From an optimization exercise on the open Yosys and OpenROAD flow, aimed at small area, a short achievable clock period and few clock cycles; shortcuts taken in it are not production practice. Where RTL was checked, it was by simulation tests only, not by an equivalence proof against the original. For runs 6 and 7, only the layout was checked, not whether the RTL still works.

## flow/design.v (module list and top-level ports; edited modules follow where they fit)
// module mac: 675 lines
// module mac_sum: 438 lines
// module mac_array_mxn: 18 lines
// module matmul_datapath: 45 lines
// module compute_wrapper: 176 lines
// module axi_lite_ctrl_wrapper: 125 lines
// module axi_matrix_accelerator: 84 lines
module axi_matrix_accelerator #(
    parameter ADDR_W = 32,
    parameter DATA_W = 32
) (
    input  logic clk,
    input  logic rst_n,
    input  logic [ADDR_W-1:0] s_axi_awaddr,
    input  logic        s_axi_awvalid,
    output logic        s_axi_awready,
    input  logic [DATA_W-1:0] s_axi_wdata,
    input  logic        s_axi_wvalid,
    output logic        s_axi_wready,
    output logic        s_axi_bvalid,
    output logic [1:0]  s_axi_bresp,
    input  logic        s_axi_bready,
    input  logic [ADDR_W-1:0] s_axi_araddr,
    input  logic        s_axi_arvalid,
    output logic        s_axi_arready,
    output logic [DATA_W-1:0] s_axi_rdata,
    output logic [1:0]  s_axi_rresp,
    output logic        s_axi_rvalid,
    input  logic        s_axi_rready,
    input  logic [DATA_W-1:0] s_axis_a_tdata,
    input  logic        s_axis_a_tvalid,
    output logic        s_axis_a_tready,
    input  logic        s_axis_a_tlast,
    input  logic [DATA_W-1:0] s_axis_b_tdata,
    input  logic        s_axis_b_tvalid,
    output logic        s_axis_b_tready,
    input  logic        s_axis_b_tlast,
    output logic [DATA_W-1:0] m_axis_c_tdata,
    output logic        m_axis_c_tvalid,
    input  logic        m_axis_c_tready,
    output logic        m_axis_c_tlast
);
  // ...
==> flow/flow/run.sh <==
#!/bin/bash
# The standard layout (the standard.sh, unchanged synthesis), with
#  - the port buffers made of sky130_fd_sc_hd__buf_2 (ORFS otherwise picks a
#    delay cell); every port still gets its buffer.
# make's output goes to make_finish.log; each step's full log stays in orfs/logs/.
set -euo pipefail
MARGIN=$(cat flow/margin.txt)
bash standard.sh SETUP_SLACK_MARGIN=$MARGIN \
    "BUFFER_PORTS_ARGS=-buffer_cell sky130_fd_sc_hd__buf_2" finish > make_finish.log 2>&1
==> flow/flow/margin.txt <==
7.3
==> flow/standard.sh <==
#!/bin/bash
# synth_recipe.tcl (not shown) runs the flow's synth.tcl, then flattens the netlist and writes it again
# the make line also repeats each setting of config.mk as NAME=value (left out here)
make -C /OpenROAD-flow-scripts/flow DESIGN_CONFIG=/design/flow/config.mk WORK_HOME=/design/flow/orfs CLKGATE_MAP_FILE= SYNTH_SCRIPT=/design/flow/synth_recipe.tcl "${@:-finish}"
==> flow/config.mk <==
export PLATFORM = sky130hd
export DESIGN_NAME = axi_matrix_accelerator
export DESIGN_NICKNAME = axi_matrix_accelerator
export VERILOG_FILES = /design/flow/design.v
export SDC_FILE = /design/flow/constraint.sdc
export NUM_CORES = 4
export LEC_CHECK = 0
export ABC_AREA = 1
export CAP_MARGIN = 20
export CORE_MARGIN = 2
export CORE_UTILIZATION = 45
export CTS_BUF_LIST = sky130_fd_sc_hd__clkbuf_16
export CTS_CLUSTER_DIAMETER = 120
export CTS_CLUSTER_SIZE = 22
export SLEW_MARGIN = 20
==> flow/constraint.sdc <==
create_clock -name core_clock -period 11.0 [get_ports {clk}]
set_input_delay 2.2000 -clock core_clock [delete_from_list [all_inputs] [get_ports {clk}]]
set_output_delay 2.2000 -clock core_clock [all_outputs]
set_load 0.01 [all_outputs]
==> results.txt, run 1 <==
status=no timing/DRC/antenna violations; worst hold stages=1; hpwl dp=73.85 mm; Crit-path slowest cell=fa_2; drc violations=0; fraction of area in registers=0.4896; CP Cell Sequence=clkinvlp_4 > buf_6 > buf_6 > buf_6 > buf_6 > buf_6 > buf_6 > buf_6 > buf_6 > o22ai_4 > xor2_1 > ha_2 > fa_2 > fa_2 > fa_2; Worst Path Max Fanout=7; CP startpoint=u_compute.one_q[0]$_DFFE_PN_; non-clock inverter count=557; Cells after Synth=3944; DRT Pass-1 Iters=5; core area=approximately 0.095 sq mm; Core Util, Final=0.5045; r2r worst-path depth=15; Crit path top cell by count=buf_6; # clock sinks=796; WL final=113.1 mm; die area=0.09768 sq mm; complex-gate fraction of the synthesized area=0.06636; area post-placement=0.04502 sq mm; Total Nets Final=4653; initial core utilization=0.4522; worst r2r src=u_compute.one_q[0]$_DFFE_PN_; fraction of area in multi-input gates=0.3531; prevailing post-synth register cell=edfxtp_1; worst r2r dst=u_compute.u_dp.cs_q[51]$_DFFE_PN_; min cycle time layout=a little under 4 ns; crit-path max cell delay=0.57 ns; Synth cell types=between 40 and 50; Buffers excl. clock=353; xor and xnor area share after synthesis=0.05827; Reg2Reg Setup Slack=7.16 ns; crit path to=u_compute.u_dp.cs_q[51]$_DFFE_PN_; critical path class=reg -> reg; top-count cell post-synth=nand2_1; I/O pin total=249; leading area contributor after synthesis=edfxtp_1; total CTS buffers=42
Testbench counts, summed over its fixed seeds: cycles 9,492.
==> run 2: changes to the inputs <==
--- a/flow/config.mk
+++ b/flow/config.mk
@@ -12,4 +12,5 @@
 export CTS_BUF_LIST = sky130_fd_sc_hd__clkbuf_16
 export CTS_CLUSTER_DIAMETER = 120
 export CTS_CLUSTER_SIZE = 22
+export PLACE_DENSITY = 0.7
 export SLEW_MARGIN = 20
==> results.txt, run 2 <==
yosys warns=4 (unchanged); grt ovf=0 (unchanged); ranking of synthesized cells by area=edfxtp_1 51%, fa_1 10%, nand2_1 8.0% (unchanged); core area=0.09473 sq mm (unchanged); min cycle time layout=3.856 ns (was 3.844 ns); Synth cell types=48 (unchanged); CP required=11.34 ns (was 11.38 ns); worst-case clock buffer depth=3 (unchanged); GPL Wtd Cong=0.9694 (was 0.8828); M1 wire length=44.05 mm (was 47.48 mm); Max Cap Violations=0 (unchanged); Slew Viols, Final=0 (unchanged); post-synth top area share=0.5089 (unchanged); critical path class=reg -> reg (unchanged); Total GRT Usage=0.2191 (was 0.2261); # clock sinks=796 (unchanged); Yosys reg bits=796 (unchanged); status=no timing/DRC/antenna violations (unchanged); most frequent cells in the layout=904 x nand2_1, 726 x edfxtp_1, 464 x inv_1, 262 x xor2_1, 221 x o22ai_1 (was 907 x nand2_1, 726 x edfxtp_1, 470 x inv_1, 268 x xor2_1, 230 x o22ai_1); initial core utilization=0.4522 (unchanged); number of flops mapped to enable cells by yosys=726 (unchanged); first-pass GRT wire length=166.5 mm (was 168.7 mm); Max Fclk=259.3 MHz (was 260.2 MHz); worst hold stages=0 (was 1); die area=0.09768 sq mm (unchanged); Cells after Synth=3944 (unchanged); Post-synth ARST share=0.04774 (unchanged); clk slew on worst S/H paths=0.09 ns (was 0.10 ns); startpoint types=flop (unchanged); Finished Layout Cells=5480 (was 5468); Avg WL per Cell=19.94 um (was 20.68 um); prevailing post-synth register cell=edfxtp_1 (unchanged); fin area=0.04809 sq mm (was 0.04779 sq mm); RSZ-0062 raised after global routing=yes (unchanged); Tcrit/Tclk final=0.3506 (was 0.3494); vias in the first global route=28550 (was 27480); final setup fails=0 (unchanged); drc violations=0 (unchanged); total CTS buffers=42 (unchanged); clock skew=0.05358 ns (was 0.03332 ns); total number of H-tree levels=2 (unchanged); P&R area growth vs syn=12.26% (was 11.55%); post-synthesis sequential area ratio=0.5462 (unchanged); Iter 0 DRT Violations=2661 (was 2818); Routed Antenna Nets=0 (unchanged); DRT Pass-1 Iters=8 (was 5); dpl cells=5291 (was 5289); Total Nets Final=4666 (was 4653); synth cell count leaders=915 x nand2_1, 726 x edfxtp_1, 493 x inv_1, 272 x xor2_1, 240 x o22ai_1 (unchanged); port bufs=220 (unchanged); CTS tree=yes (unchanged); I/O pin total=249 (unchanged); largest net degree at the start of global routing=92 (was 84); hpwl dp=72.23 mm (was 73.85 mm); average size of a mapped cell=10.86 sq um (unchanged); Core Util, Final=0.5077 (was 0.5045); die height=312.5 um (unchanged); area post-placement=0.04510 sq mm (was 0.04502 sq mm); Clk Latency, worst-skew pair=0.64 ns (was 0.65 ns); WL final=109.3 mm (was 113.1 mm); setup tns final=0 ns (unchanged); clock root buffer=clkbuf_16 (unchanged); # rows=113 (unchanged); share of cells above drive strength 1=0.1533 (was 0.1455); CP arrival=4.20 ns (was 4.23 ns); commonest non-fill, non-tap cell in the layout=nand2_1 (unchanged); r2r worst-path depth=9 (was 15); Worst Hold Class=reg -> reg (unchanged); met2 wire length=52.16 mm (was 54.52 mm); Vias/cell=5.394 (was 5.286); DR vias=29560 (was 28900); Worst Hold Margin=0.4677 ns (was 0.4769 ns); CP endpoint kind=flop (unchanged); Worst-Margin Slew=1.124 ns (was 1.067 ns); top-count cell post-synth=nand2_1 (unchanged); Slew Limit Headroom=0.2509 (was 0.2867); Fin. Hold Viols=0 (unchanged); Worst Path Max Fanout=7 (unchanged); leading area contributor after synthesis=edfxtp_1 (unchanged); Die X-Extent=312.5 um (unchanged); top layer in use=met5 (unchanged); routed wire length on met3=8.753 mm (was 7.214 mm); cell area after synthesis=0.04284 sq mm (unchanged); max reg flops=256 (unchanged); antenna violations before repair=15 (was 6)
run 2: cell count changes in the layout (fill, tap and decap cells not counted), sizes merged:
cell      previous run  this run
diode                4         8
clkinv              25        22
buf                346       363
clkbuf              43        42
nand2              935       934
bufbuf               6         8
clkinvlp            33        25
inv                523       525
run 2: final timing paths:
path / endpoint / slack (ns) / startpoint
worst max-delay path: u_compute.u_dp.cs_q[87]$_DFFE_PN_ / 7.14 / u_compute.one_q[2]$_DFFE_PN_
max in group asynchronous: u_ctrl.rpend_q$_DFF_PN0_ / 8.54 / rst_n
worst min register to register: u_ctrl.ctrl_q[26]$_DFFE_PP_ / 0.47 / u_ctrl.wd_q[26]$_DFF_P_
worst max register to register: u_compute.u_dp.cs_q[87]$_DFFE_PN_ / 7.14 / u_compute.one_q[2]$_DFFE_PN_
min in group asynchronous: u_compute.b_rdy_q$_DFF_PN0_ / 1.76 / rst_n
worst min-delay path: u_ctrl.ctrl_q[26]$_DFFE_PP_ / 0.47 / u_ctrl.wd_q[26]$_DFF_P_
run 2: cell families after synthesis:
kind of cell / Yosys count / share of synthesized area
simple gates: 1349 / 0.1308
flops: 796 / 0.5462
buf+inv: 726 / 0.06960
compound gates: 478 / 0.06636
fa+ha+maj: 304 / 0.1273
xor+xnor: 285 / 0.05827
mux: 5 / 0.001314
other cells: 1 / 0.00008754
run 2: final cells by class:
class / instances / area (sq um)
timing repair inverter: 11 / 62.56
antenna: 8 / 20.02
clock buffer: 42 / 1051
fill: 8218 / 46640
sequential: 796 / 23400
timing repair buffer: 371 / 2668
multi-input combinational: 2426 / 16970
inverter: 542 / 2190
tap: 1265 / 1583
clock inverter: 19 / 148.9
run 2: worst max-delay path, cell delays in order, from the launching register on:
cell      delay, ns
edfxtp_1       0.42
clkinv_4       0.13
o22ai_2        0.25
xor2_2         0.12
fa_1           0.68
inv_1          0.09
fa_2           0.58
fa_2           0.44
fa_2           0.37
fa_1           0.47
run 2: per-layer routing:
layer	track usage	vias to the layer above
met3	0.03590	235
met1	0.2935	14390
li1	-	13650
met4	0.07732	10
met2	0.3627	1276
met5	0	-
run 2: through the flow:
step | setup WS, ns
final | 7.144
after global routing | 7.113
after CTS | 7.262
after detailed placement | 6.485
after global placement | 6.502
after floorplan | 6.804
run 2: timing repair:
item / 4_1_cts / 5_1_grt
pin swaps: 25 / 38
gates cloned: 20 / 1
endpoints found under the setup margin: 47 / 50
buffers inserted: 77 / 22
resized for setup: 116 / 85
hold buffers: 0 / 0
==> run 3: changes to the inputs <==
--- a/flow/config.mk
+++ b/flow/config.mk
@@ -12,5 +12,5 @@
 export CTS_BUF_LIST = sky130_fd_sc_hd__clkbuf_16
 export CTS_CLUSTER_DIAMETER = 120
 export CTS_CLUSTER_SIZE = 22
-export PLACE_DENSITY = 0.7
+export PLACE_DENSITY = 0.8
 export SLEW_MARGIN = 20
==> results.txt, run 3 <==
DRT Pass-1 Iters=8 (unchanged); I/O pin total=249 (unchanged); total number of H-tree levels=2 (unchanged); setup tns final=0 ns (unchanged); Worst Hold Class=reg -> reg (unchanged); Crit-path slowest cell=fa_2 (was fa_1); CP arrival=4.20 ns (about the same); crit-path max cell delay=0.58 ns (was 0.68 ns); startpoint types=flop (unchanged); WL final=108.5 mm (was 109.3 mm); total CTS buffers=42 (unchanged); synth cell count leaders=915 x nand2_1, 726 x edfxtp_1, 493 x inv_1, 272 x xor2_1, 240 x o22ai_1 (unchanged); cell area after synthesis=0.04284 sq mm (unchanged); prevailing post-synth register cell=edfxtp_1 (unchanged); top-count cell post-synth=nand2_1 (unchanged); status=no timing/DRC/antenna violations (unchanged); Max Fclk=261.1 MHz (was 259.3 MHz); initial core utilization=0.4522 (unchanged); commonest non-fill, non-tap cell in the layout=nand2_1 (unchanged); Clk Latency, worst-skew pair=0.65 ns (was 0.64 ns); clock root buffer=clkbuf_16 (unchanged); Total GRT Usage=0.2167 (was 0.2191); yosys warns=4 (unchanged); CTS tree=yes (unchanged); fillcell total=8095 (was 8218); Slew Viols, Final=0 (unchanged); post-synthesis sequential area ratio=0.5462 (unchanged); Worst-Margin Slew=1.003 ns (was 1.124 ns); CP Cell Sequence=clkinvlp_4 > o22ai_4 > xor2_2 > fa_1 > fa_2 > inv_2 > fa_2 > inv_2 > fa_1 > inv_1 > fa_2 (was clkinv_4 > o22ai_2 > xor2_2 > fa_1 > inv_1 > fa_2 > fa_2 > fa_2 > fa_1); RSZ-0062 raised after global routing=yes (unchanged); Total Nets Final=4624 (was 4666); number of flops mapped to enable cells by yosys=726 (unchanged); largest net degree at the start of global routing=106 (was 92); critical path class=reg -> reg (unchanged); Iter 0 DRT Violations=3555 (was 2661); min cycle time layout=3.831 ns (was 3.856 ns); hpwl dp=72.18 mm (was 72.23 mm); drc violations=0 (unchanged); antenna violations before repair=21 (was 15); # clock sinks=796 (unchanged); Fin. Hold Viols=0 (unchanged); CP required=11.37 ns (was 11.34 ns); P&R area growth vs syn=10.85% (was 12.26%); max reg flops=256 (unchanged); Vias/cell=5.510 (was 5.394); Max Cap Violations=0 (unchanged); average size of a mapped cell=10.86 sq um (unchanged); Worst Path Max Fanout=6 (was 7); most frequent cells in the layout=906 x nand2_1, 726 x edfxtp_1, 466 x inv_1, 263 x xor2_1, 227 x o22ai_1 (was 904 x nand2_1, 726 x edfxtp_1, 464 x inv_1, 262 x xor2_1, 221 x o22ai_1); dpl cells=5282 (was 5291); core area=0.09473 sq mm (unchanged); first-pass GRT wire length=165.5 mm (was 166.5 mm); vias in the first global route=28930 (was 28550); Slew Limit Headroom=0.3315 (was 0.2509); Post-synth ARST share=0.04774 (unchanged); Reg area=0.02340 sq mm (unchanged); Crit path top cell by count=fa_2 (unchanged); hold-fix buffers at CTS=0 (unchanged); # rows=113 (unchanged); GPL Wtd Cong=0.9714 (was 0.9694); grt ovf=0 (unchanged); Finished Layout Cells=5441 (was 5480); CP endpoint kind=flop (unchanged); leading area contributor after synthesis=edfxtp_1 (unchanged); die area=0.09768 sq mm (unchanged); port bufs=220 (unchanged); clock skew=0.04556 ns (was 0.05358 ns); Routed Antenna Nets=0 (unchanged); area of the multi-input gates=0.01691 sq mm (was 0.01697 sq mm); Avg WL per Cell=19.95 um (was 19.94 um); clk slew on worst S/H paths=0.09 ns (about the same); Synth cell types=48 (unchanged); final setup fails=0 (unchanged); DR vias=29980 (was 29560); Cells after Synth=3944 (unchanged); die height=312.5 um (unchanged); worst-case clock buffer depth=3 (unchanged); ranking of synthesized cells by area=edfxtp_1 51%, fa_1 10%, nand2_1 8.0% (unchanged); Tcrit/Tclk final=0.3482 (was 0.3506); share of cells above drive strength 1=0.1438 (was 0.1533); Yosys reg bits=796 (unchanged); Die X-Extent=312.5 um (unchanged); post-synth top area share=0.5089 (unchanged)
[run 3: cell types whose count changed in the layout (fill, tap and decap cells not counted), sizes merged]
cell | previous run | this run
nand2 | 934 | 932
buf | 363 | 324
clkbuf | 42 | 44
clkinv | 22 | 24
diode | 8 | 10
bufbuf | 8 | 1
inv | 525 | 517
clkinvlp | 25 | 36
[run 3: routing by layer]
metal  share of wire  routed length, um  track usage
met5         0.00051                 55            0
met4           0.045               4934      0.08558
met3           0.096              10460      0.03756
met2            0.47              51260       0.3540
met1            0.39              41820       0.2895
[run 3: cell families (layout without fill, tap and decap cells)]
| logic type | after synthesis | count (layout) | share of synthesized area |
|---|---|---|---|
| other | 1 | 13 | 0.00008754 |
| muxes | 5 | 5 | 0.001314 |
| and+or+nand+nor | 1349 | 1349 | 0.1308 |
| buffers and inverters | 726 | 946 | 0.06960 |
| adders and majority gates | 304 | 304 | 0.1273 |
| xor gates and xnor gates | 285 | 285 | 0.05827 |
| DFF | 796 | 796 | 0.5462 |
| AOI/OAI and AO/OA | 478 | 478 | 0.06636 |
[run 3: cell type report]
class | count | area share
Timing Repair Buffer | 326 | 0.04390
Timing Repair inverter | 16 | 0.001897
Clock inverter | 19 | 0.002951
Antenna cell | 10 | 0.0005270
Multi-Input combinational cell | 2424 | 0.3560
Clock buffer | 43 | 0.02266
Sequential cell | 796 | 0.4928
Tap cell | 1265 | 0.03333
Inverter | 542 | 0.04585
[run 3: worst paths after layout]
check,slack (ns),from,to,cells after the start
hold / removal,0.48,u_ctrl.done_q$_DFFE_PN0P_,u_ctrl.rdone_q$_DFFE_PP_,0
hold reg to reg,0.48,u_ctrl.done_q$_DFFE_PN0P_,u_ctrl.rdone_q$_DFFE_PP_,0
setup reg to reg,7.17,u_compute.one_q[0]$_DFFE_PN_,u_compute.u_dp.cs_q[84]$_DFFE_PN_,11
max in group asynchronous,8.64,rst_n,u_ctrl.wsel_q[0]$_DFF_PN0_,1
min in group asynchronous,1.71,rst_n,u_ctrl.rvalid_q$_DFF_PN0_,1
setup / recovery,7.17,u_compute.one_q[0]$_DFFE_PN_,u_compute.u_dp.cs_q[84]$_DFFE_PN_,11
[run 3: critical path: cells and delay by family (launching register included)]
kind | cells | cell delay, ns
fa+ha+maj | 5 | 2.25
flops | 1 | 0.43
buf+inv | 4 | 0.42
compound gates | 1 | 0.25
xor+xnor | 1 | 0.20
[run 3: stage by stage]
| step | worst slack, ns | hold slack [ns] | util | area (sq um) |
|---|---|---|---|---|
| after detailed placement | 6.400 | 0.4573 | 0.4752 | 45010 |
| after CTS | 7.193 | 0.4771 | 0.4950 | 46890 |
| after floorplan | 6.804 | 0.4206 | - | 42930 |
| after global routing | 7.065 | 0.4865 | 0.5012 | 47480 |
| final | 7.169 | 0.4756 | 0.5013 | 47490 |
| after global placement | 6.443 | 0.4445 | 0.4746 | 44960 |
[run 3: timing repair]
item	CTS	global route
resized for setup	99	73
endpoints found under the setup margin	94	104
gates cloned	14	4
buffers inserted	36	33
endpoints found under the hold margin	0	0
pin swaps	28	35
==> run 4: changes to the inputs <==
==> flow/flow/margin.txt (replaced) <==
7.0
--- a/flow/config.mk
+++ b/flow/config.mk
@@ -5,12 +5,10 @@
 export SDC_FILE = /design/flow/constraint.sdc
 export NUM_CORES = 4
 export LEC_CHECK = 0
-export ABC_AREA = 1
 export CAP_MARGIN = 20
 export CORE_MARGIN = 2
 export CORE_UTILIZATION = 45
 export CTS_BUF_LIST = sky130_fd_sc_hd__clkbuf_16
 export CTS_CLUSTER_DIAMETER = 120
 export CTS_CLUSTER_SIZE = 22
-export PLACE_DENSITY = 0.8
 export SLEW_MARGIN = 20
==> results.txt, run 4 <==
commonest non-fill, non-tap cell in the layout=edfxtp_1 (was nand2_1); total number of H-tree levels=2 (unchanged); Post-synth ARST share=0.04774 (unchanged); clock skew=0.03916 ns (was 0.04556 ns); leading area contributor after synthesis=edfxtp_1 (unchanged); Worst Path Max Fanout=5 (was 6); Slew Viols, Final=0 (unchanged); total CTS buffers=43 (was 42); P&R area growth vs syn=10.83% (was 10.85%); fin area=0.04536 sq mm (was 0.04749 sq mm); yosys warns=4 (unchanged); setup tns final=0 ns (unchanged); min cycle time layout=4.071 ns (was 3.831 ns); Finished Layout Cells=4237 (was 5441); clock root buffer=clkbuf_16 (unchanged); clk slew on worst S/H paths=0.09 ns (about the same); ranking of synthesized cells by area=edfxtp_1 53%, fa_1 11%, a22oi_1 5.9% (was edfxtp_1 51%, fa_1 10%, nand2_1 8.0%); critical path class=reg -> reg (unchanged); Tcrit/Tclk final=0.3701 (was 0.3482); DR vias=23790 (was 29980); Iter 0 DRT Violations=1694 (was 3555); GPL Wtd Cong=0.8474 (was 0.9714); hpwl dp=64.96 mm (was 72.18 mm); first-pass GRT wire length=150.6 mm (was 165.5 mm); dpl cells=4115 (was 5282); Total GRT Usage=0.2095 (was 0.2167); antenna violations before repair=15 (was 21); Reg2Reg Setup Slack=6.93 ns (was 7.17 ns); die height=305.6 um (was 312.5 um); DRT Pass-1 Iters=5 (was 8); Worst Hold Margin=0.4567 ns (was 0.4756 ns); fillcell total=7700 (was 8095); Worst Hold Class=reg -> reg (unchanged); Clk Latency, worst-skew pair=0.64 ns (was 0.65 ns); drc violations=0 (unchanged); Core Util, Final=0.5040 (was 0.5013); share of cells above drive strength 1=0.1809 (was 0.1438); initial core utilization=0.4547 (was 0.4522); status=no timing/DRC/antenna violations (unchanged); Vias/cell=5.615 (was 5.510); startpoint types=flop (unchanged); # rows=110 (was 113); synth cell count leaders=726 x edfxtp_1, 321 x a22oi_1, 220 x fa_1, 219 x inv_1, 204 x xnor2_1 (was 915 x nand2_1, 726 x edfxtp_1, 493 x inv_1, 272 x xor2_1, 240 x o22ai_1); vias in the first global route=24970 (was 28930); Avg WL per Cell=23.29 um (was 19.95 um); prevailing post-synth register cell=edfxtp_1 (unchanged); PnR worst setup slack=6.929 ns (was 7.169 ns); Setup WS pre-CTS=6.175 ns (was 6.400 ns); most frequent cells in the layout=726 x edfxtp_1, 318 x a22oi_1, 238 x inv_1, 220 x buf_2, 219 x fa_1 (was 906 x nand2_1, 726 x edfxtp_1, 466 x inv_1, 263 x xor2_1, 227 x o22ai_1); number of flops mapped to enable cells by yosys=726 (unchanged); Max Fclk=245.7 MHz (was 261.1 MHz); largest net degree at the start of global routing=79 (was 106); Slew Limit Headroom=0.2157 (was 0.3315); Cells after Synth=2876 (was 3944); CP endpoint kind=flop (unchanged); cell area after synthesis=0.04093 sq mm (was 0.04284 sq mm); Max Cap Violations=0 (unchanged); Yosys reg bits=796 (unchanged); core area=0.09001 sq mm (was 0.09473 sq mm); post-synthesis sequential area ratio=0.5717 (was 0.5462); RSZ-0062 raised after global routing=yes (unchanged); Synth cell types=70 (was 48); # clock sinks=796 (unchanged); Worst-Margin Slew=1.176 ns (was 1.003 ns); grt ovf=0 (unchanged); Total Nets Final=3508 (was 4624); port bufs=220 (unchanged); top-count cell post-synth=edfxtp_1 (was nand2_1); average size of a mapped cell=14.23 sq um (was 10.86 sq um); area post-placement=0.04317 sq mm (was 0.04501 sq mm); CTS tree=yes (unchanged); CP required=11.37 ns (about the same); post-synth top area share=0.5326 (was 0.5089); CP arrival=4.45 ns (was 4.20 ns); Die X-Extent=305.6 um (was 312.5 um); I/O pin total=249 (unchanged); Routed Antenna Nets=0 (unchanged); die area=0.09338 sq mm (was 0.09768 sq mm); final setup fails=0 (unchanged); WL final=98.69 mm (was 108.5 mm); worst-case clock buffer depth=3 (unchanged); Fin. Hold Viols=0 (unchanged); max reg flops=256 (unchanged)
## run 4: worst paths after layout
kind / cells after the start / to / startpoint
worst max-delay path: 12 / u_compute.out_q[31]$_DFFE_PP_ / u_compute.u_dp.u_acc.cur[7]$_DFFE_PP_
worst min-delay path: 1 / u_ctrl.done_q$_DFFE_PN0P_ / u_ctrl.wd_q[0]$_DFF_P_
worst max register to register: 12 / u_compute.out_q[31]$_DFFE_PP_ / u_compute.u_dp.u_acc.cur[7]$_DFFE_PP_
worst min register to register: 1 / u_ctrl.done_q$_DFFE_PN0P_ / u_ctrl.wd_q[0]$_DFF_P_
max in group asynchronous: 1 / u_compute.sv_q$_DFF_PN0_ / rst_n
min in group asynchronous: 1 / u_ctrl.done_q$_DFFE_PN0P_ / rst_n
## run 4: what timing repair did
action / 4_1_cts / 5_1_grt
resized for setup: 51 / 47
hold buffers: 0 / 0
endpoints found under the setup margin: 110 / 73
buffers inserted: 22 / 24
pin swaps: 30 / 23
## run 4: cells by family (layout without fill, tap and decap cells)
logic type | after synthesis | after routing | synth area share
compound gates | 534 | 534 | 0.09244
xor+xnor | 337 | 337 | 0.07248
fa+ha+maj | 304 | 304 | 0.1333
buf+inv | 421 | 600 | 0.03977
flops | 796 | 796 | 0.5717
mux | 124 | 124 | 0.05056
other cells | 1 | 7 | 0.00009162
simple gates | 359 | 359 | 0.03971
## run 4: area by class of cell
| class | instances | area [sq um] | share of cell area |
|---|---|---|---|
| clock buffer | 43 | 1076 | 0.02372 |
| clock inverter | 27 | 181.4 | 0.003999 |
| tap | 1176 | 1471 | 0.03244 |
| multi-input combinational | 1661 | 16510 | 0.3640 |
| sequential | 796 | 23400 | 0.5159 |
| antenna | 4 | 10.01 | 0.0002207 |
| timing repair buffer | 310 | 1872 | 0.04126 |
| inverter | 220 | 834.6 | 0.01840 |
## run 4: metal layers
layer  global-route usage  vias to the layer above  wire [um]
met4              0.05866                       12       2788
met2               0.3679                      756      50170
met3              0.02503                      183       4896
li1                     -                    10670          -
met1               0.2745                    12170      40750
met5                    0                        -         82
## run 4: worst max-delay path, stage by stage (launching register included)
cell	delay (ns)
edfxtp_1	0.43
fa_1	0.57
fa_1	0.45
ha_4	0.27
a21oi_2	0.15
o211ai_1	0.13
a21oi_2	0.25
nand4_1	0.32
a211oi_2	0.37
o21ai_2	0.12
a31oi_4	0.29
xnor2_4	0.17
mux2_4	0.29
==> run 5: changes to the inputs <==
--- a/flow/config.mk
+++ b/flow/config.mk
@@ -9,6 +9,6 @@
 export CORE_MARGIN = 2
 export CORE_UTILIZATION = 45
 export CTS_BUF_LIST = sky130_fd_sc_hd__clkbuf_16
-export CTS_CLUSTER_DIAMETER = 120
-export CTS_CLUSTER_SIZE = 22
+export CTS_CLUSTER_DIAMETER = 135
+export CTS_CLUSTER_SIZE = 26
 export SLEW_MARGIN = 20
==> results.txt, run 5 <==
setup tns final=0 ns (unchanged); status=no timing/DRC/antenna violations (unchanged); Core Util, Final=0.5028 (was 0.5040); # rows=110 (unchanged); fillcell total=7688 (was 7700); Routed Antenna Nets=0 (unchanged); CP arrival=4.45 ns (about the same); r2r worst-path depth=13 (was 12); cell area after synthesis=0.04093 sq mm (unchanged); antenna violations before repair=14 (was 15); clock skew=0.02361 ns (was 0.03916 ns); CP required=11.37 ns (about the same); clk slew on worst S/H paths=0.10 ns (was 0.09 ns); Top Family by Delay on Critical Path=adder cells (was compound AO/OA/AOI/OAI gates); Avg WL per Cell=23.35 um (was 23.29 um); Worst Path Max Fanout=5 (unchanged); critical path class=reg -> reg (unchanged); Cells after Synth=2876 (unchanged); GPL Wtd Cong=0.8474 (unchanged); Crit path top cell by count=fa_1; top-count cell post-synth=edfxtp_1 (unchanged); total number of H-tree levels=2 (unchanged); DRT Pass-1 Iters=6 (was 5); Worst Hold Class=reg -> reg (unchanged); Worst-Margin Slew=1.141 ns (was 1.176 ns); total CTS buffers=36 (was 43); first-pass GRT wire length=150.3 mm (was 150.6 mm); largest net degree at the start of global routing=79 (unchanged); I/O pin total=249 (unchanged); CP Cell Sequence=fa_1 > fa_1 > ha_4 > buf_4 > nor3_1 > o31ai_2 > nand2_2 > nor3b_4 > a211oi_2 > o21ai_2 > a31oi_4 > xnor2_4 > mux2_4 (was fa_1 > fa_1 > ha_4 > a21oi_2 > o211ai_1 > a21oi_2 > nand4_1 > a211oi_2 > o21ai_2 > a31oi_4 > xnor2_4 > mux2_4); Vias/cell=5.618 (was 5.615); Setup WS pre-CTS=6.175 ns (unchanged); Crit-path slowest cell=fa_1 (unchanged); Slew Limit Headroom=0.2394 (was 0.2157); Max Fclk=245.0 MHz (was 245.7 MHz); number of flops mapped to enable cells by yosys=726 (unchanged); worst r2r src=u_compute.u_dp.cs_q[42]$_DFFE_PN_ (was u_compute.u_dp.u_acc.cur[7]$_DFFE_PP_); Slew Viols, Final=0 (unchanged); Buffers & Inverters on Critical Path=1 (was 0); hpwl dp=64.96 mm (unchanged); worst hold stages=1 (unchanged); drc violations=0 (unchanged); Iter 0 DRT Violations=2002 (was 1694); post-synthesis sequential area ratio=0.5717 (unchanged); ranking of synthesized cells by area=edfxtp_1 53%, fa_1 11%, a22oi_1 5.9% (unchanged); WL final=98.58 mm (was 98.69 mm); worst r2r dst=u_compute.out_q[31]$_DFFE_PP_ (unchanged); vias in the first global route=24860 (was 24970); Reg area=0.02340 sq mm (unchanged); share of cells above drive strength 1=0.1830 (was 0.1809); average size of a mapped cell=14.23 sq um (unchanged); grt ovf=0 (unchanged); die area=0.09338 sq mm (unchanged); area of the multi-input gates=0.01659 sq mm (was 0.01651 sq mm); most frequent cells in the layout=726 x edfxtp_1, 317 x a22oi_1, 228 x inv_1, 220 x buf_2, 219 x fa_1 (was 726 x edfxtp_1, 318 x a22oi_1, 238 x inv_1, 220 x buf_2, 219 x fa_1); Fin. Hold Viols=0 (unchanged); Tcrit/Tclk final=0.3711 (was 0.3701); Clk Latency, worst-skew pair=0.62 ns (was 0.64 ns); min cycle time layout=4.082 ns (was 4.071 ns); yosys warns=4 (unchanged); port bufs=220 (unchanged); die height=305.6 um (unchanged); final setup fails=0 (unchanged); RSZ-0062 raised after global routing=yes (unchanged); max reg flops=256 (unchanged); commonest non-fill, non-tap cell in the layout=edfxtp_1 (unchanged); post-synth top area share=0.5326 (unchanged); P&R area growth vs syn=10.57% (was 10.83%); Min-Delay Endpoint=u_ctrl.done_q$_DFFE_PN0P_ (unchanged); initial core utilization=0.4547 (unchanged); prevailing post-synth register cell=edfxtp_1 (unchanged); DR vias=23720 (was 23790); PnR worst setup slack=6.918 ns (was 6.929 ns); clock root buffer=clkbuf_16 (unchanged); Synth cell types=70 (unchanged); Post-synth ARST share=0.04774 (unchanged); Yosys reg bits=796 (unchanged); core area=0.09001 sq mm (unchanged); CTS tree=yes (unchanged); worst-case clock buffer depth=3 (unchanged); Total GRT Usage=0.2091 (was 0.2095); synth cell count leaders=726 x edfxtp_1, 321 x a22oi_1, 220 x fa_1, 219 x inv_1, 204 x xnor2_1 (unchanged); Hold Startpoint=u_ctrl.wd_q[0]$_DFF_P_ (unchanged); Reg2Reg Setup Slack=6.92 ns (was 6.93 ns); Total Nets Final=3503 (was 3508); leading area contributor after synthesis=edfxtp_1 (unchanged); # clock sinks=796 (unchanged); crit-path max cell delay=0.57 ns (about the same); Die X-Extent=305.6 um (unchanged); startpoint types=flop (unchanged); CP endpoint kind=flop (unchanged); Max Cap Violations=0 (unchanged); hold-fix buffers at CTS=0 (unchanged)
[run 5: cell counts after synthesis]
No cell type changed its count.
[run 5: worst max path at each step]
stage | start | end | slack [ns] | depth (start not counted)
5_1_grt | u_compute.u_dp.cs_q[42]$_DFFE_PN_ | u_compute.out_q[31]$_DFFE_PP_ | 6.82 | 13
2_1_floorplan | s_axis_b_tvalid | u_compute.b_rdy_q$_DFF_PN0_ | 6.78 | 6
3_3_place_gp | u_compute.u_dp.cs_q[8]$_DFFE_PN_ | u_compute.out_q[31]$_DFFE_PP_ | 6.19 | 14
6_report | u_compute.u_dp.cs_q[42]$_DFFE_PN_ | u_compute.out_q[31]$_DFFE_PP_ | 6.92 | 13
3_5_place_dp | u_compute.u_dp.cs_q[26]$_DFFE_PN_ | u_compute.out_q[31]$_DFFE_PP_ | 6.17 | 12
4_1_cts | u_compute.u_dp.cs_q[47]$_DFFE_PN_ | u_compute.out_q[31]$_DFFE_PP_ | 6.85 | 12
[run 5: metrics by stage]
stage                     cell area (sq um)  hold WS [ns]  instances
final                                 45250        0.4663       4222
after global routing                  45250        0.4934       4222
after CTS                             44760        0.4711       4191
after detailed placement              43170        0.4547       4115
after global placement                43170        0.4352       4115
after floorplan                       40990        0.4244       2878
[run 5: cell type report]
cell class / count / share of cell area
sequential: 796 / 0.5172
clock buffer: 37 / 0.02046
timing repair buffer: 312 / 0.04225
inverter: 220 / 0.01844
tap: 1176 / 0.03251
multi-input combinational: 1661 / 0.3666
clock inverter: 17 / 0.002433
antenna: 3 / 0.0001659
[run 5: worst reg2reg max path, cell delays in order, from the launching register on]
cell      delay [ns]
edfxtp_1        0.42
fa_1            0.57
fa_1            0.46
ha_4            0.27
buf_4           0.15
nor3_1          0.35
o31ai_2         0.13
nand2_2         0.19
nor3b_4         0.08
a211oi_2        0.32
o21ai_2         0.12
a31oi_4         0.30
xnor2_4         0.19
mux2_4          0.30
[run 5: repair_timing]
| item | in CTS | in global routing |
|---|---|---|
| gates resized for setup | 60 | 49 |
| setup endpoints to repair | 110 | 64 |
| buffers inserted | 22 | 26 |
| pin swaps | 35 | 20 |
[run 5: logic make-up (layout without fill, tap and decap cells)]
group | after synthesis | count (layout) | synth area share
AOI/OAI and AO/OA | 534 | 534 | 0.09244
xor gates and xnor gates | 337 | 337 | 0.07248
adders and majority gates | 304 | 304 | 0.1333
buffers and inverters | 421 | 586 | 0.03977
DFF | 796 | 796 | 0.5717
muxes | 124 | 124 | 0.05056
other | 1 | 6 | 0.00009162
and+or+nand+nor | 359 | 359 | 0.03971
[run 5: metal layers]
| metal | global-route usage | share of wire | routed length [um] |
|---|---|---|---|
| met1 | 0.2764 | 0.41 | 40880 |
| met3 | 0.02468 | 0.049 | 4818 |
| met5 | 0 | 0.00067 | 66 |
| met4 | 0.05476 | 0.029 | 2861 |
| met2 | 0.3667 | 0.51 | 49950 |
==> module compute_wrapper, before the edit <==
module compute_wrapper (
    input  logic        clk,
    input  logic        rst_n,
    input  logic [31:0] s_axis_a_tdata,
    input  logic        s_axis_a_tvalid,
    output logic        s_axis_a_tready,
    input  logic        s_axis_a_tlast,
    input  logic [31:0] s_axis_b_tdata,
    input  logic        s_axis_b_tvalid,
    output logic        s_axis_b_tready,
    input  logic        s_axis_b_tlast,
    output logic [31:0] m_axis_c_tdata,
    output logic        m_axis_c_tvalid,
    input  logic        m_axis_c_tready,
    output logic        m_axis_c_tlast,
    input  logic [31:0] cfg_m,
    input  logic [31:0] cfg_k,
    input  logic [31:0] cfg_n,
    output logic        job_end
);
    wire       m2    = cfg_m[1];
    wire       n2    = cfg_n[1];
    wire [1:0] klast = cfg_k[1:0] - 2'd1;
    wire [3:0] kn    = n2 ? {cfg_k[2:0], 1'b0} : {1'b0, cfg_k[2:0]};
    logic       i_q, j_q, idone_q, a_have_q, a_rdy_q, b_rdy_q;
    logic [1:0] k_q;
    logic [3:0] b_cnt_q;
    logic       v1_q, l1_q, t1_q;
    logic       v2_q, l2_q, t2_q;
    logic       ov_q, ol_q, sv_q, sl_q;
    logic [31:0] bstore [8];
    logic [31:0] op_a;
    logic [15:0] one_q, two_q, neg_q;
    logic [31:0] out_q, skid_q;
    wire adv = ~sv_q;
    wire a_hs  = s_axis_a_tvalid & a_rdy_q;
    wire b_hs  = s_axis_b_tvalid & b_rdy_q;
    wire [2:0] idx     = n2 ? {k_q, j_q} : {1'b0, k_q};
    wire       b_port  = (b_cnt_q == {1'b0, idx});
    wire       b_ok    = (b_cnt_q > {1'b0, idx}) | (b_port & b_hs);
    wire       a_ok    = a_have_q | a_hs;
    wire       issue   = adv & ~idone_q & a_ok & b_ok;
    wire       j_end   = ~n2 | j_q;
    wire       k_end   = (k_q == klast);
    wire       i_end   = ~m2 | i_q;
    wire pop  = ov_q & m_axis_c_tready;
    assign job_end = pop & ol_q;
    logic       i_d, j_d, idone_d, a_have_d, b_rdy_d, sv_d;
    logic [1:0] k_d;
    logic [3:0] b_cnt_d;
    always_comb begin
        i_d = i_q; j_d = j_q; k_d = k_q; idone_d = idone_q;
        a_have_d = a_have_q; b_cnt_d = b_cnt_q;
        if (issue) begin
            if (!j_end)
                j_d = 1'b1;
            else begin
                j_d = 1'b0;
                if (!k_end)
                    k_d = k_q + 2'd1;
                else begin
                    k_d = 2'd0;
                    if (!i_end) i_d = 1'b1;
                    else        idone_d = 1'b1;
                end
            end
        end
        if (issue & j_end)
            a_have_d = 1'b0;
        else if (a_hs)
            a_have_d = 1'b1;
        if (b_hs)
            b_cnt_d = b_cnt_q + 4'd1;
        b_rdy_d = b_cnt_d < kn;
        if (job_end) begin
            i_d = 1'b0; j_d = 1'b0; k_d = 2'd0; idone_d = 1'b0;
            a_have_d = 1'b0; b_cnt_d = 4'd0; b_rdy_d = 1'b1;
        end
    end
    always_ff @(posedge clk or negedge rst_n) begin
        if (!rst_n) begin
            i_q <= 1'b0; j_q <= 1'b0; k_q <= 2'd0; idone_q <= 1'b0;
            a_have_q <= 1'b0; b_cnt_q <= 4'd0; b_rdy_q <= 1'b0;
            a_rdy_q <= 1'b1;
        end else begin
            i_q <= i_d; j_q <= j_d; k_q <= k_d; idone_q <= idone_d;
            a_have_q <= a_have_d; b_cnt_q <= b_cnt_d; b_rdy_q <= b_rdy_d;
            a_rdy_q <= ~idone_d & ~a_have_d & ~sv_d;
        end
    end
    always_ff @(posedge clk) begin
        if (b_hs)
            bstore[b_cnt_q[2:0]] <= s_axis_b_tdata;
        if (a_hs)
            op_a <= s_axis_a_tdata;
    end
    wire [31:0] b_op = b_port ? s_axis_b_tdata : bstore[idx];
    logic [15:0] one_d, two_d, neg_d;
    always_comb begin
        for (int r = 0; r < 16; r++) begin
            logic x2, x1, x0;
            x2 = b_op[2*r+1];
            x1 = b_op[2*r];
            x0 = (r == 0) ? 1'b0 : b_op[2*r-1];
            one_d[r] = x1 ^ x0;
            two_d[r] = (x2 & ~x1 & ~x0) | (~x2 & x1 & x0);
            neg_d[r] = x2 & ~(x1 & x0);
        end
    end
    always_ff @(posedge clk) begin
        if (adv) begin
            one_q <= one_d;
            two_q <= two_d;
            neg_q <= neg_d;
        end
    end
    always_ff @(posedge clk or negedge rst_n) begin
        if (!rst_n) begin
            v1_q <= 1'b0; l1_q <= 1'b0; t1_q <= 1'b0;
            v2_q <= 1'b0; l2_q <= 1'b0; t2_q <= 1'b0;
        end else if (adv) begin
            v1_q <= issue;
            l1_q <= k_end;
            t1_q <= k_end & j_end & i_end;
            v2_q <= v1_q;
            l2_q <= l1_q;
            t2_q <= t1_q;
        end
    end
    logic [31:0] res;
    matmul_datapath u_dp (
        .clk   (clk),
        .rst_n (rst_n),
        .adv   (adv),
        .v2    (v2_q),
        .n2    (n2),
        .l2    (l2_q),
        .a     (op_a),
        .one   (one_q),
        .two   (two_q),
        .neg   (neg_q),
        .res   (res)
    );
    wire push = adv & v2_q & l2_q;
    assign sv_d = sv_q ? ~pop : (push & ov_q & ~pop);
    always_ff @(posedge clk or negedge rst_n) begin
        if (!rst_n) begin
            ov_q <= 1'b0; ol_q <= 1'b0; sv_q <= 1'b0; sl_q <= 1'b0;
        end else begin
            sv_q <= sv_d;
            if (sv_q) begin
                if (pop) ol_q <= sl_q;
            end else if (push) begin
                if (!ov_q || pop) begin
                    ov_q <= 1'b1;
                    ol_q <= t2_q;
                end else
                    sl_q <= t2_q;
            end else if (pop)
                ov_q <= 1'b0;
        end
    end
    always_ff @(posedge clk) begin
        if (sv_q) begin
            if (pop) out_q <= skid_q;
        end else if (push) begin
            if (!ov_q || pop) out_q <= res;
            else              skid_q <= res;
        end
    end
    assign s_axis_a_tready = a_rdy_q;
    assign s_axis_b_tready = b_rdy_q;
    assign m_axis_c_tvalid = ov_q;
    assign m_axis_c_tdata  = out_q;
    assign m_axis_c_tlast  = ol_q;
endmodule
==> run 6: changes to the inputs <==
--- a/flow/design.v
+++ b/flow/design.v
@@ -1211,9 +1211,9 @@
     wire adv = ~sv_q;
     wire a_hs  = s_axis_a_tvalid & a_rdy_q;
     wire b_hs  = s_axis_b_tvalid & b_rdy_q;
-    wire [2:0] idx     = n2 ? {k_q, j_q} : {1'b0, k_q};
-    wire       b_port  = (b_cnt_q == {1'b0, idx});
-    wire       b_ok    = (b_cnt_q > {1'b0, idx}) | (b_port & b_hs);
+    logic [2:0] idx_q;
+    logic       bp_q, bs_q;
+    wire       b_ok    = bs_q | (bp_q & b_hs);
     wire       a_ok    = a_have_q | a_hs;
     wire       issue   = adv & ~idone_q & a_ok & b_ok;
     wire       j_end   = ~n2 | j_q;
@@ -1224,6 +1224,7 @@
     logic       i_d, j_d, idone_d, a_have_d, b_rdy_d, sv_d;
     logic [1:0] k_d;
     logic [3:0] b_cnt_d;
+    wire  [2:0] idx_d = n2 ? {k_d, j_d} : {1'b0, k_d};
     always_comb begin
         i_d = i_q; j_d = j_q; k_d = k_q; idone_d = idone_q;
         a_have_d = a_have_q; b_cnt_d = b_cnt_q;
@@ -1258,10 +1259,14 @@
             i_q <= 1'b0; j_q <= 1'b0; k_q <= 2'd0; idone_q <= 1'b0;
             a_have_q <= 1'b0; b_cnt_q <= 4'd0; b_rdy_q <= 1'b0;
             a_rdy_q <= 1'b1;
+            idx_q <= 3'd0; bp_q <= 1'b1; bs_q <= 1'b0;
         end else begin
             i_q <= i_d; j_q <= j_d; k_q <= k_d; idone_q <= idone_d;
             a_have_q <= a_have_d; b_cnt_q <= b_cnt_d; b_rdy_q <= b_rdy_d;
             a_rdy_q <= ~idone_d & ~a_have_d & ~sv_d;
+            idx_q <= idx_d;
+            bp_q  <= (b_cnt_d == {1'b0, idx_d});
+            bs_q  <= (b_cnt_d > {1'b0, idx_d});
         end
     end
     always_ff @(posedge clk) begin
@@ -1270,7 +1275,7 @@
         if (a_hs)
             op_a <= s_axis_a_tdata;
     end
-    wire [31:0] b_op = b_port ? s_axis_b_tdata : bstore[idx];
+    wire [31:0] b_op = bp_q ? s_axis_b_tdata : bstore[idx_q];
     logic [15:0] one_d, two_d, neg_d;
     always_comb begin
         for (int r = 0; r < 16; r++) begin
--- a/flow/config.mk
+++ b/flow/config.mk
@@ -9,6 +9,6 @@
 export CORE_MARGIN = 2
 export CORE_UTILIZATION = 45
 export CTS_BUF_LIST = sky130_fd_sc_hd__clkbuf_16
-export CTS_CLUSTER_DIAMETER = 135
-export CTS_CLUSTER_SIZE = 26
+export CTS_CLUSTER_DIAMETER = 120
+export CTS_CLUSTER_SIZE = 22
 export SLEW_MARGIN = 20
==> results.txt, run 6 <==
critical path class=in -> reg (was reg -> reg); total CTS buffers=42 (was 36); Hold Startpoint=u_ctrl.wrote_q[0]$_DFF_PN0_ (was u_ctrl.wd_q[0]$_DFF_P_); Reg2Reg Setup Slack=6.97 ns (was 6.92 ns); Post-Synth Simple-Gate Area=0.04313 (was 0.03971); Total GRT Usage=0.2095 (was 0.2091); WL final=97.97 mm (was 98.58 mm); status=no timing/DRC/antenna violations (unchanged); number of flops mapped to enable cells by yosys=726 (unchanged); min cycle time layout=4.044 ns (was 4.082 ns); worst r2r dst=u_compute.u_dp.u_acc.cur[28]$_DFFE_PP_ (was u_compute.out_q[31]$_DFFE_PP_); leading area contributor after synthesis=edfxtp_1 (unchanged); Worst Hold Class=reg -> reg (unchanged); Max Fclk=247.3 MHz (was 245.0 MHz); average size of a mapped cell=14.09 sq um (was 14.23 sq um); Max Cap Violations=0 (unchanged); fillcell total=7716 (was 7688); largest net degree at the start of global routing=80 (was 79); Fin. Hold Viols=0 (unchanged); Iter 0 DRT Violations=2037 (was 2002); die height=306.5 um (was 305.6 um); complex-gate fraction of the synthesized area=0.09340 (was 0.09244); max reg flops=256 (unchanged); I/O pin total=249 (unchanged); top-count cell post-synth=edfxtp_1 (unchanged); Slew Limit Headroom=0.2944 (was 0.2394); post-synthesis sequential area ratio=0.5714 (was 0.5717); Die X-Extent=306.5 um (was 305.6 um); Yosys reg bits=801 (was 796); Cells after Synth=2921 (was 2876); P&R area growth vs syn=10.70% (was 10.57%); clock skew=0.03552 ns (was 0.02361 ns); hpwl dp=64.02 mm (was 64.96 mm); Tcrit/Tclk final=0.3677 (was 0.3711); cell area after synthesis=0.04117 sq mm (was 0.04093 sq mm); GPL Wtd Cong=0.8848 (was 0.8474); initial core utilization=0.4559 (was 0.4547); clk slew on worst S/H paths=0.09 ns (was 0.10 ns); fin area=0.04557 sq mm (was 0.04525 sq mm); area post-placement=0.04341 sq mm (was 0.04317 sq mm); commonest non-fill, non-tap cell in the layout=edfxtp_1 (unchanged); drc violations=0 (unchanged); port bufs=220 (unchanged); final setup fails=0 (unchanged); prevailing post-synth register cell=edfxtp_1 (unchanged); Worst Hold Margin=0.4642 ns (was 0.4663 ns); # clock sinks=801 (was 796); post-synth top area share=0.5296 (was 0.5326); post-synthesis mux area share=0.04900 (was 0.05056); Synth Area in Adders=0.1325 (was 0.1333); worst r2r src=u_compute.u_dp.cs_q[9]$_DFFE_PN_ (was u_compute.u_dp.cs_q[42]$_DFFE_PN_); DR vias=24120 (was 23720); most frequent cells in the layout=726 x edfxtp_1, 317 x a22oi_1, 234 x inv_1, 218 x fa_1, 217 x buf_2 (was 726 x edfxtp_1, 317 x a22oi_1, 228 x inv_1, 220 x buf_2, 219 x fa_1); yosys warns=4 (unchanged); CP endpoint kind=flop (unchanged); Min-Delay Endpoint=u_ctrl.wrote_q[0]$_DFF_PN0_ (was u_ctrl.done_q$_DFFE_PN0P_); dpl cells=4157 (was 4115); worst-case clock buffer depth=3 (unchanged); DRT Pass-1 Iters=8 (was 6); synth cell count leaders=726 x edfxtp_1, 320 x a22oi_1, 222 x inv_1, 220 x fa_1, 201 x xnor2_1 (was 726 x edfxtp_1, 321 x a22oi_1, 220 x fa_1, 219 x inv_1, 204 x xnor2_1); share of cells above drive strength 1=0.1758 (was 0.1830); r2r worst-path depth=14 (was 13); CP required=11.53 ns (was 11.37 ns); Avg WL per Cell=22.84 um (was 23.35 um); Setup WS pre-CTS=5.737 ns (was 6.175 ns); total number of H-tree levels=2 (unchanged); PnR worst setup slack=6.956 ns (was 6.918 ns); grt ovf=0 (unchanged); Post-synth ARST share=0.05368 (was 0.04774); antenna violations before repair=7 (was 14); worst hold stages=1 (unchanged); Worst Path Max Fanout=4 (was 5); Worst-Margin Slew=1.058 ns (was 1.141 ns); ranking of synthesized cells by area=edfxtp_1 53%, fa_1 11%, a22oi_1 5.8% (was edfxtp_1 53%, fa_1 11%, a22oi_1 5.9%); CP arrival=4.57 ns (was 4.45 ns); clock root buffer=clkbuf_16 (unchanged); Vias/cell=5.621 (was 5.618); die area=0.09391 sq mm (was 0.09338 sq mm); Synth cell types=69 (was 70); first-pass GRT wire length=151.5 mm (was 150.3 mm); Clk Latency, worst-skew pair=0.63 ns (was 0.62 ns); startpoint types=primary input (was flop); RSZ-0062 raised after global routing=yes (unchanged); setup tns final=0 ns (unchanged); CTS tree=yes (unchanged); core area=0.09029 sq mm (was 0.09001 sq mm); xor and xnor area share after synthesis=0.07085 (was 0.07248); Slew Viols, Final=0 (unchanged); largest family of logic cells by synthesized area=adder cells (unchanged); Total Nets Final=3569 (was 3503); vias in the first global route=25230 (was 24860); # rows=110 (unchanged); Finished Layout Cells=4290 (was 4222); Routed Antenna Nets=0 (unchanged)
==> run 6: worst max-delay path by stage <==
stage,from,end
2_1_floorplan,s_axis_a_tvalid,u_compute.bs_q$_DFF_PN0_
3_3_place_gp,s_axis_a_tvalid,u_compute.bs_q$_DFF_PN0_
3_5_place_dp,s_axis_a_tvalid,u_compute.bs_q$_DFF_PN0_
4_1_cts,s_axis_a_tvalid,u_compute.bs_q$_DFF_PN0_
5_1_grt,u_compute.u_dp.cs_q[9]$_DFFE_PN_,u_compute.out_q[30]$_DFFE_PP_
6_report,s_axis_b_tvalid,u_compute.bs_q$_DFF_PN0_
==> run 6: what timing repair did <==
| action | in CTS | in global routing |
|---|---|---|
| gates cloned | 1 | 0 |
| resized for setup | 20 | 56 |
| hold buffers | 0 | 0 |
| buffers inserted | 32 | 32 |
| pin swaps | 12 | 14 |
| setup endpoints to repair | 83 | 52 |
==> run 6: logic make-up after synthesis <==
| family | after synthesis |
|---|---|
| DFF | 801 |
| AOI/OAI and AO/OA | 544 |
| buffers and inverters | 426 |
| and+or+nand+nor | 393 |
| xor gates and xnor gates | 333 |
| adders and majority gates | 304 |
| muxes | 119 |
| other | 1 |
==> run 6: layout make-up <==
type / count / area, sq um / area share
inverter: 223 / 842.1 / 0.01848
tap: 1176 / 1471 / 0.03229
timing repair buffer: 328 / 2051 / 0.04500
multi-input combinational: 1697 / 16450 / 0.3609
clock buffer: 44 / 1101 / 0.02416
antenna: 2 / 5.005 / 0.0001098
sequential: 801 / 23540 / 0.5165
clock inverter: 19 / 118.9 / 0.002608
==> run 6: metal layers <==
metal  global-route usage  vias up  part of all wire
met4              0.05939        8             0.029
met5                    0        -           0.00058
met3              0.02779      157             0.051
li1                     -    10860                 -
met2               0.3572      726              0.49
met1               0.2821    12370              0.43
==> run 6: metrics by stage <==
step | utilization
2_1_floorplan | -
4_1_cts | 0.4985
6_report | 0.5047
3_5_place_dp | 0.4808
5_1_grt | 0.5047
3_3_place_gp | 0.4806
==> run 6: critical path, cell delays in order <==
cell	delay [ns]
buf_4	0.12
a31oi_4	0.09
or4_4	0.62
nor2_4	0.11
nand2_1	0.06
or3_4	0.34
a21oi_4	0.15
a21oi_2	0.07
ha_1	0.32
nor2b_1	0.14
o21a_1	0.17
o21ai_1	0.11
nand2b_1	0.06
==> module matmul_datapath, before the edit <==
module matmul_datapath (
    input  logic        clk,
    input  logic        rst_n,
    input  logic        adv,
    input  logic        v2,       
    input  logic        n2,       
    input  logic        l2,       
    input  logic [31:0] a,
    input  logic [15:0] one,
    input  logic [15:0] two,
    input  logic [15:0] neg,
    output logic [31:0] res       
);
    localparam int NB = 96;    
    logic [NB-1:0] cs, cs_q;
    logic [31:0] acc_cur;
    logic        fresh_q;    
    always_ff @(posedge clk or negedge rst_n) begin
        if (!rst_n) fresh_q <= 1'b1;
        else        fresh_q <= 1'b0;
    end
    mac u_mul (
        .a    (a),
        .one  (one),
        .two  (two),
        .neg  (neg),
        .cs   (cs)
    );
    always_ff @(posedge clk)
        if (adv) cs_q <= cs;
    mac_sum u_sum (
        .base (acc_cur),
        .cs   (cs_q),
        .sum  (res)
    );
    mac_array_mxn u_acc (
        .clk (clk),
        .we  (adv & v2),
        .n2  (n2),
        .clr (l2),
        .clr_all (fresh_q),
        .d   (res),
        .cur (acc_cur)
    );
endmodule
==> run 7: changes to the inputs <==
--- a/flow/design.v
+++ b/flow/design.v
@@ -1137,9 +1137,7 @@
     input  logic        n2,       
     input  logic        l2,       
     input  logic [31:0] a,
-    input  logic [15:0] one,
-    input  logic [15:0] two,
-    input  logic [15:0] neg,
+    input  logic [31:0] b,
     output logic [31:0] res       
 );
     localparam int NB = 96;    
@@ -1150,6 +1148,18 @@
         if (!rst_n) fresh_q <= 1'b1;
         else        fresh_q <= 1'b0;
     end
+    logic [15:0] one, two, neg;
+    always_comb begin
+        for (int r = 0; r < 16; r++) begin
+            logic x2, x1, x0;
+            x2 = b[2*r+1];
+            x1 = b[2*r];
+            x0 = (r == 0) ? 1'b0 : b[2*r-1];
+            one[r] = x1 ^ x0;
+            two[r] = (x2 & ~x1 & ~x0) | (~x2 & x1 & x0);
+            neg[r] = x2 & ~(x1 & x0);
+        end
+    end
     mac u_mul (
         .a    (a),
         .one  (one),
@@ -1206,7 +1216,7 @@
     logic       ov_q, ol_q, sv_q, sl_q;
     logic [31:0] bstore [8];
     logic [31:0] op_a;
-    logic [15:0] one_q, two_q, neg_q;
+    logic [31:0] op_b;
     logic [31:0] out_q, skid_q;
     wire adv = ~sv_q;
     wire a_hs  = s_axis_a_tvalid & a_rdy_q;
@@ -1276,24 +1286,9 @@
             op_a <= s_axis_a_tdata;
     end
     wire [31:0] b_op = bp_q ? s_axis_b_tdata : bstore[idx_q];
-    logic [15:0] one_d, two_d, neg_d;
-    always_comb begin
-        for (int r = 0; r < 16; r++) begin
-            logic x2, x1, x0;
-            x2 = b_op[2*r+1];
-            x1 = b_op[2*r];
-            x0 = (r == 0) ? 1'b0 : b_op[2*r-1];
-            one_d[r] = x1 ^ x0;
-            two_d[r] = (x2 & ~x1 & ~x0) | (~x2 & x1 & x0);
-            neg_d[r] = x2 & ~(x1 & x0);
-        end
-    end
     always_ff @(posedge clk) begin
-        if (adv) begin
-            one_q <= one_d;
-            two_q <= two_d;
-            neg_q <= neg_d;
-        end
+        if (adv)
+            op_b <= b_op;
     end
     always_ff @(posedge clk or negedge rst_n) begin
         if (!rst_n) begin
@@ -1317,9 +1312,7 @@
         .n2    (n2),
         .l2    (l2_q),
         .a     (op_a),
-        .one   (one_q),
-        .two   (two_q),
-        .neg   (neg_q),
+        .b     (op_b),
         .res   (res)
     );
     wire push = adv & v2_q & l2_q;
==> results.txt, run 7 <==
Vias/cell=5.630 (was 5.621); Finished Layout Cells=4379 (was 4290); Yosys reg bits=785 (was 801); GPL Wtd Cong=0.8685 (was 0.8848); drc violations=0 (unchanged); PnR worst setup slack=6.871 ns (was 6.956 ns); cell area after synthesis=0.04076 sq mm (was 0.04117 sq mm); Routed Antenna Nets=0 (unchanged); max reg flops=256 (unchanged); Worst Path Max Fanout=5 (was 4); # clock sinks=785 (was 801); status=no timing/DRC/antenna violations (unchanged); Slew Viols, Final=0 (unchanged); post-synth top area share=0.5231 (was 0.5296); port bufs=220 (unchanged); leading area contributor after synthesis=edfxtp_1 (unchanged); Total Nets Final=3652 (was 3569); CP required=11.38 ns (was 11.53 ns); Post-synth ARST share=0.05478 (was 0.05368); hold-fix buffers at CTS=0 (unchanged); hpwl dp=64.39 mm (was 64.02 mm); Synth cell types=70 (was 69); yosys warns=4 (unchanged); dpl cells=4200 (was 4157); final setup fails=0 (unchanged); RSZ-0062 raised after global routing=yes (unchanged); Cells after Synth=2947 (was 2921); die height=305.0 um (was 306.5 um); r2r worst-path depth=13 (was 14); Total GRT Usage=0.2118 (was 0.2095); CP endpoint kind=flop (unchanged); commonest non-fill, non-tap cell in the layout=edfxtp_1 (unchanged); fillcell total=7640 (was 7716); total CTS buffers=42 (unchanged); min cycle time layout=4.129 ns (was 4.044 ns); core area=0.08987 sq mm (was 0.09029 sq mm); initial core utilization=0.4535 (was 0.4559); P&R area growth vs syn=14.29% (was 10.70%); clock skew=0.03167 ns (was 0.03552 ns); Setup WS pre-CTS=5.623 ns (was 5.737 ns); Max Cap Violations=0 (unchanged); startpoint types=flop (was primary input); worst-case clock buffer depth=3 (unchanged); grt ovf=0 (unchanged); Fin. Hold Viols=0 (unchanged); worst hold stages=0 (was 1); first-pass GRT wire length=151.9 mm (was 151.5 mm); average size of a mapped cell=13.83 sq um (was 14.09 sq um); most frequent cells in the layout=710 x edfxtp_1, 268 x a22oi_1, 229 x inv_1, 221 x buf_2 (was 726 x edfxtp_1, 317 x a22oi_1, 234 x inv_1, 218 x fa_1, 217 x buf_2); Iter 0 DRT Violations=2019 (was 2037); clk slew on worst S/H paths=0.09 ns (about the same); synth cell count leaders=710 x edfxtp_1, 290 x a22oi_1, 226 x inv_1, 220 x fa_1, 201 x nand2_1 (was 726 x edfxtp_1, 320 x a22oi_1, 222 x inv_1, 220 x fa_1, 201 x xnor2_1); Worst-Margin Slew=1.184 ns (was 1.058 ns); Reg2Reg Setup Slack=6.87 ns (was 6.97 ns); top-count cell post-synth=edfxtp_1 (unchanged); area of the multi-input gates=0.01707 sq mm (was 0.01645 sq mm); Slew Limit Headroom=0.2108 (was 0.2944); Hold Startpoint=u_ctrl.done_q$_DFFE_PN0P_ (was u_ctrl.wrote_q[0]$_DFF_PN0_); Die X-Extent=305.0 um (was 306.5 um); clock root buffer=clkbuf_16 (unchanged); Min-Delay Endpoint=u_ctrl.rdone_q$_DFFE_PP_ (was u_ctrl.wrote_q[0]$_DFF_PN0_); antenna violations before repair=16 (was 7); number of flops mapped to enable cells by yosys=710 (was 726); Avg WL per Cell=22.83 um (was 22.84 um); post-synthesis sequential area ratio=0.5653 (was 0.5714); Worst Hold Margin=0.4642 ns (about the same); Reg area=0.02306 sq mm (was 0.02354 sq mm); share of cells above drive strength 1=0.2192 (was 0.1758); fin area=0.04658 sq mm (was 0.04557 sq mm); prevailing post-synth register cell=edfxtp_1 (unchanged); WL final=99.97 mm (was 97.97 mm); Clk Latency, worst-skew pair=0.63 ns (about the same); CP arrival=4.51 ns (was 4.57 ns); DRT Pass-1 Iters=6 (was 8); # rows=110 (unchanged); die area=0.09300 sq mm (was 0.09391 sq mm); ranking of synthesized cells by area=edfxtp_1 52%, fa_1 11%, a22oi_1 5.3% (was edfxtp_1 53%, fa_1 11%, a22oi_1 5.8%); setup tns final=0 ns (unchanged); I/O pin total=249 (unchanged); largest net degree at the start of global routing=79 (was 80); worst r2r dst=u_compute.out_q[29]$_DFFE_PP_ (was u_compute.u_dp.u_acc.cur[28]$_DFFE_PP_); Max Fclk=242.2 MHz (was 247.3 MHz); total number of H-tree levels=2 (unchanged); worst r2r src=u_compute.u_dp.cs_q[39]$_DFFE_PN_ (was u_compute.u_dp.cs_q[9]$_DFFE_PN_); area post-placement=0.04320 sq mm (was 0.04341 sq mm); CTS tree=yes (unchanged); Core Util, Final=0.5183 (was 0.5047); critical path class=reg -> reg (was in -> reg); Worst Hold Class=reg -> reg (unchanged); Tcrit/Tclk final=0.3754 (was 0.3677); DR vias=24650 (was 24120); vias in the first global route=25580 (was 25230)
run 7: changes by cell type after synthesis, moves of 8 or more:
cell / change
a21oi_1: +40
a22oi_1: -30
o21ai_0: +25
nand2_1: +21
edfxtp_1: -16
nand3_1: -14
o31ai_1: -13
clkbuf_1: +12
o21a_1: -12
buf_1: -10
o21ai_1: +9
nor2b_1: +8
run 7: metal layers:
layer  vias up  part of all wire  global-route usage
met4        14             0.031             0.06447
met2       837              0.50              0.3637
li1      11020                 -                   -
met5         -           0.00084                   0
met1     12580              0.41              0.2792
met3       205             0.057             0.03073
run 7: how the worst max path moves through the flow:
stage          slack, ns                              start  depth (start not counted)                                end
2_1_floorplan       6.47                    s_axis_a_tvalid                         13           u_compute.bs_q$_DFF_PN0_
3_3_place_gp        5.65        u_compute.op_b[1]$_DFFE_PN_                         14  u_compute.u_dp.cs_q[78]$_DFFE_PN_
3_5_place_dp        5.62        u_compute.op_b[1]$_DFFE_PN_                         14  u_compute.u_dp.cs_q[78]$_DFFE_PN_
4_1_cts             6.88  u_compute.u_dp.cs_q[39]$_DFFE_PN_                         13      u_compute.out_q[29]$_DFFE_PP_
5_1_grt             6.77  u_compute.u_dp.cs_q[39]$_DFFE_PN_                         13      u_compute.out_q[29]$_DFFE_PP_
6_report            6.87  u_compute.u_dp.cs_q[39]$_DFFE_PN_                         13      u_compute.out_q[29]$_DFFE_PP_
run 7: cell type report:
type	instances	area share
clock inverter	23	0.003787
antenna	5	0.0002686
timing repair buffer	384	0.06046
sequential	785	0.4949
timing repair inverter	1	0.0001343
tap	1176	0.03159
clock buffer	43	0.02310
inverter	229	0.01937
multi-input combinational	1733	0.3664
run 7: worst max-delay path: stages, from the launching register on:
cell,delay (ns)
edfxtp_1,0.42
fa_2,0.59
fa_1,0.45
ha_4,0.28
a21o_1,0.18
a221o_1,0.33
a21oi_2,0.20
nand3_4,0.14
a31oi_4,0.32
nor3_4,0.07
o41a_1,0.33
xor2_1,0.16
buf_6,0.16
mux2_4,0.26
run 7: logic make-up (layout without fill, tap and decap cells):
| family | count (synthesis) | after routing | synth area share |
|---|---|---|---|
| AOI/OAI and AO/OA | 558 | 558 | 0.09310 |
| xor gates and xnor gates | 333 | 333 | 0.07155 |
| adders and majority gates | 304 | 304 | 0.1338 |
| buffers and inverters | 432 | 680 | 0.04046 |
| DFF | 785 | 785 | 0.5653 |
| muxes | 114 | 114 | 0.04816 |
| other | 1 | 8 | 0.00009200 |
| and+or+nand+nor | 420 | 421 | 0.04746 |
run 7: timing repair:
item,4_1_cts,5_1_grt
endpoints found under the setup margin,106,69
hold endpoints to repair,0,0
pin swaps,41,80
cloned,12,3
resized for setup,118,104
setup buffers,50,43

-- separate check: timing with driven ports --
The flow's constraints put no driver on any port. The routed layouts listed below were extracted and timed again, unchanged, in two steps. Step 1, drivers: a clkbuf_16 drives clk and a buf_2 each remaining input, both assumed. Step 2 times the ports against the registers' clock, not the clock port: input delays grow and output delays shrink by t, the midpoint of the rising clock arrivals with the driver on. Three values: no drivers, after step 1, after step 2; two values: the first two.
| run | t (ns) | setup WS [ns] | hold WS [ns] | worst setup path at the end | cell pins on the clock port's net |
|---|---|---|---|---|---|
| run 1 | 0.699 | 7.156 / 7.156 / 7.038 | 0.477 / 0.477 / 0.477 | input to register | 1 |
| run 2 | 0.679 | 7.144 / 7.144 / 6.901 | 0.468 / 0.468 / 0.468 | input to register | 1 |
| run 3 | 0.691 | 7.169 / 7.169 / 6.729 | 0.476 / 0.476 / 0.476 | input to register | 1 |
| run 4 | 0.686 | 6.929 / 6.929 / 6.495 | 0.457 / 0.457 / 0.457 | input to register | 1 |
| run 5 | 0.673 | 6.918 / 6.918 / 6.527 | 0.466 / 0.466 / 0.466 | input to register | 1 |
| run 6 | 0.676 | 6.956 / 6.930 / 6.254 | 0.464 / 0.464 / 0.464 | input to register | 1 |
| run 7 | 0.681 | 6.871 / 6.871 / 6.271 | 0.464 / 0.464 / 0.464 | input to register | 1 |
After both steps setup and hold are still met in every run listed. For run 6, which loses most, drivers alone change the setup slack by -0.026 ns; drivers and shift together by -0.702 ns.
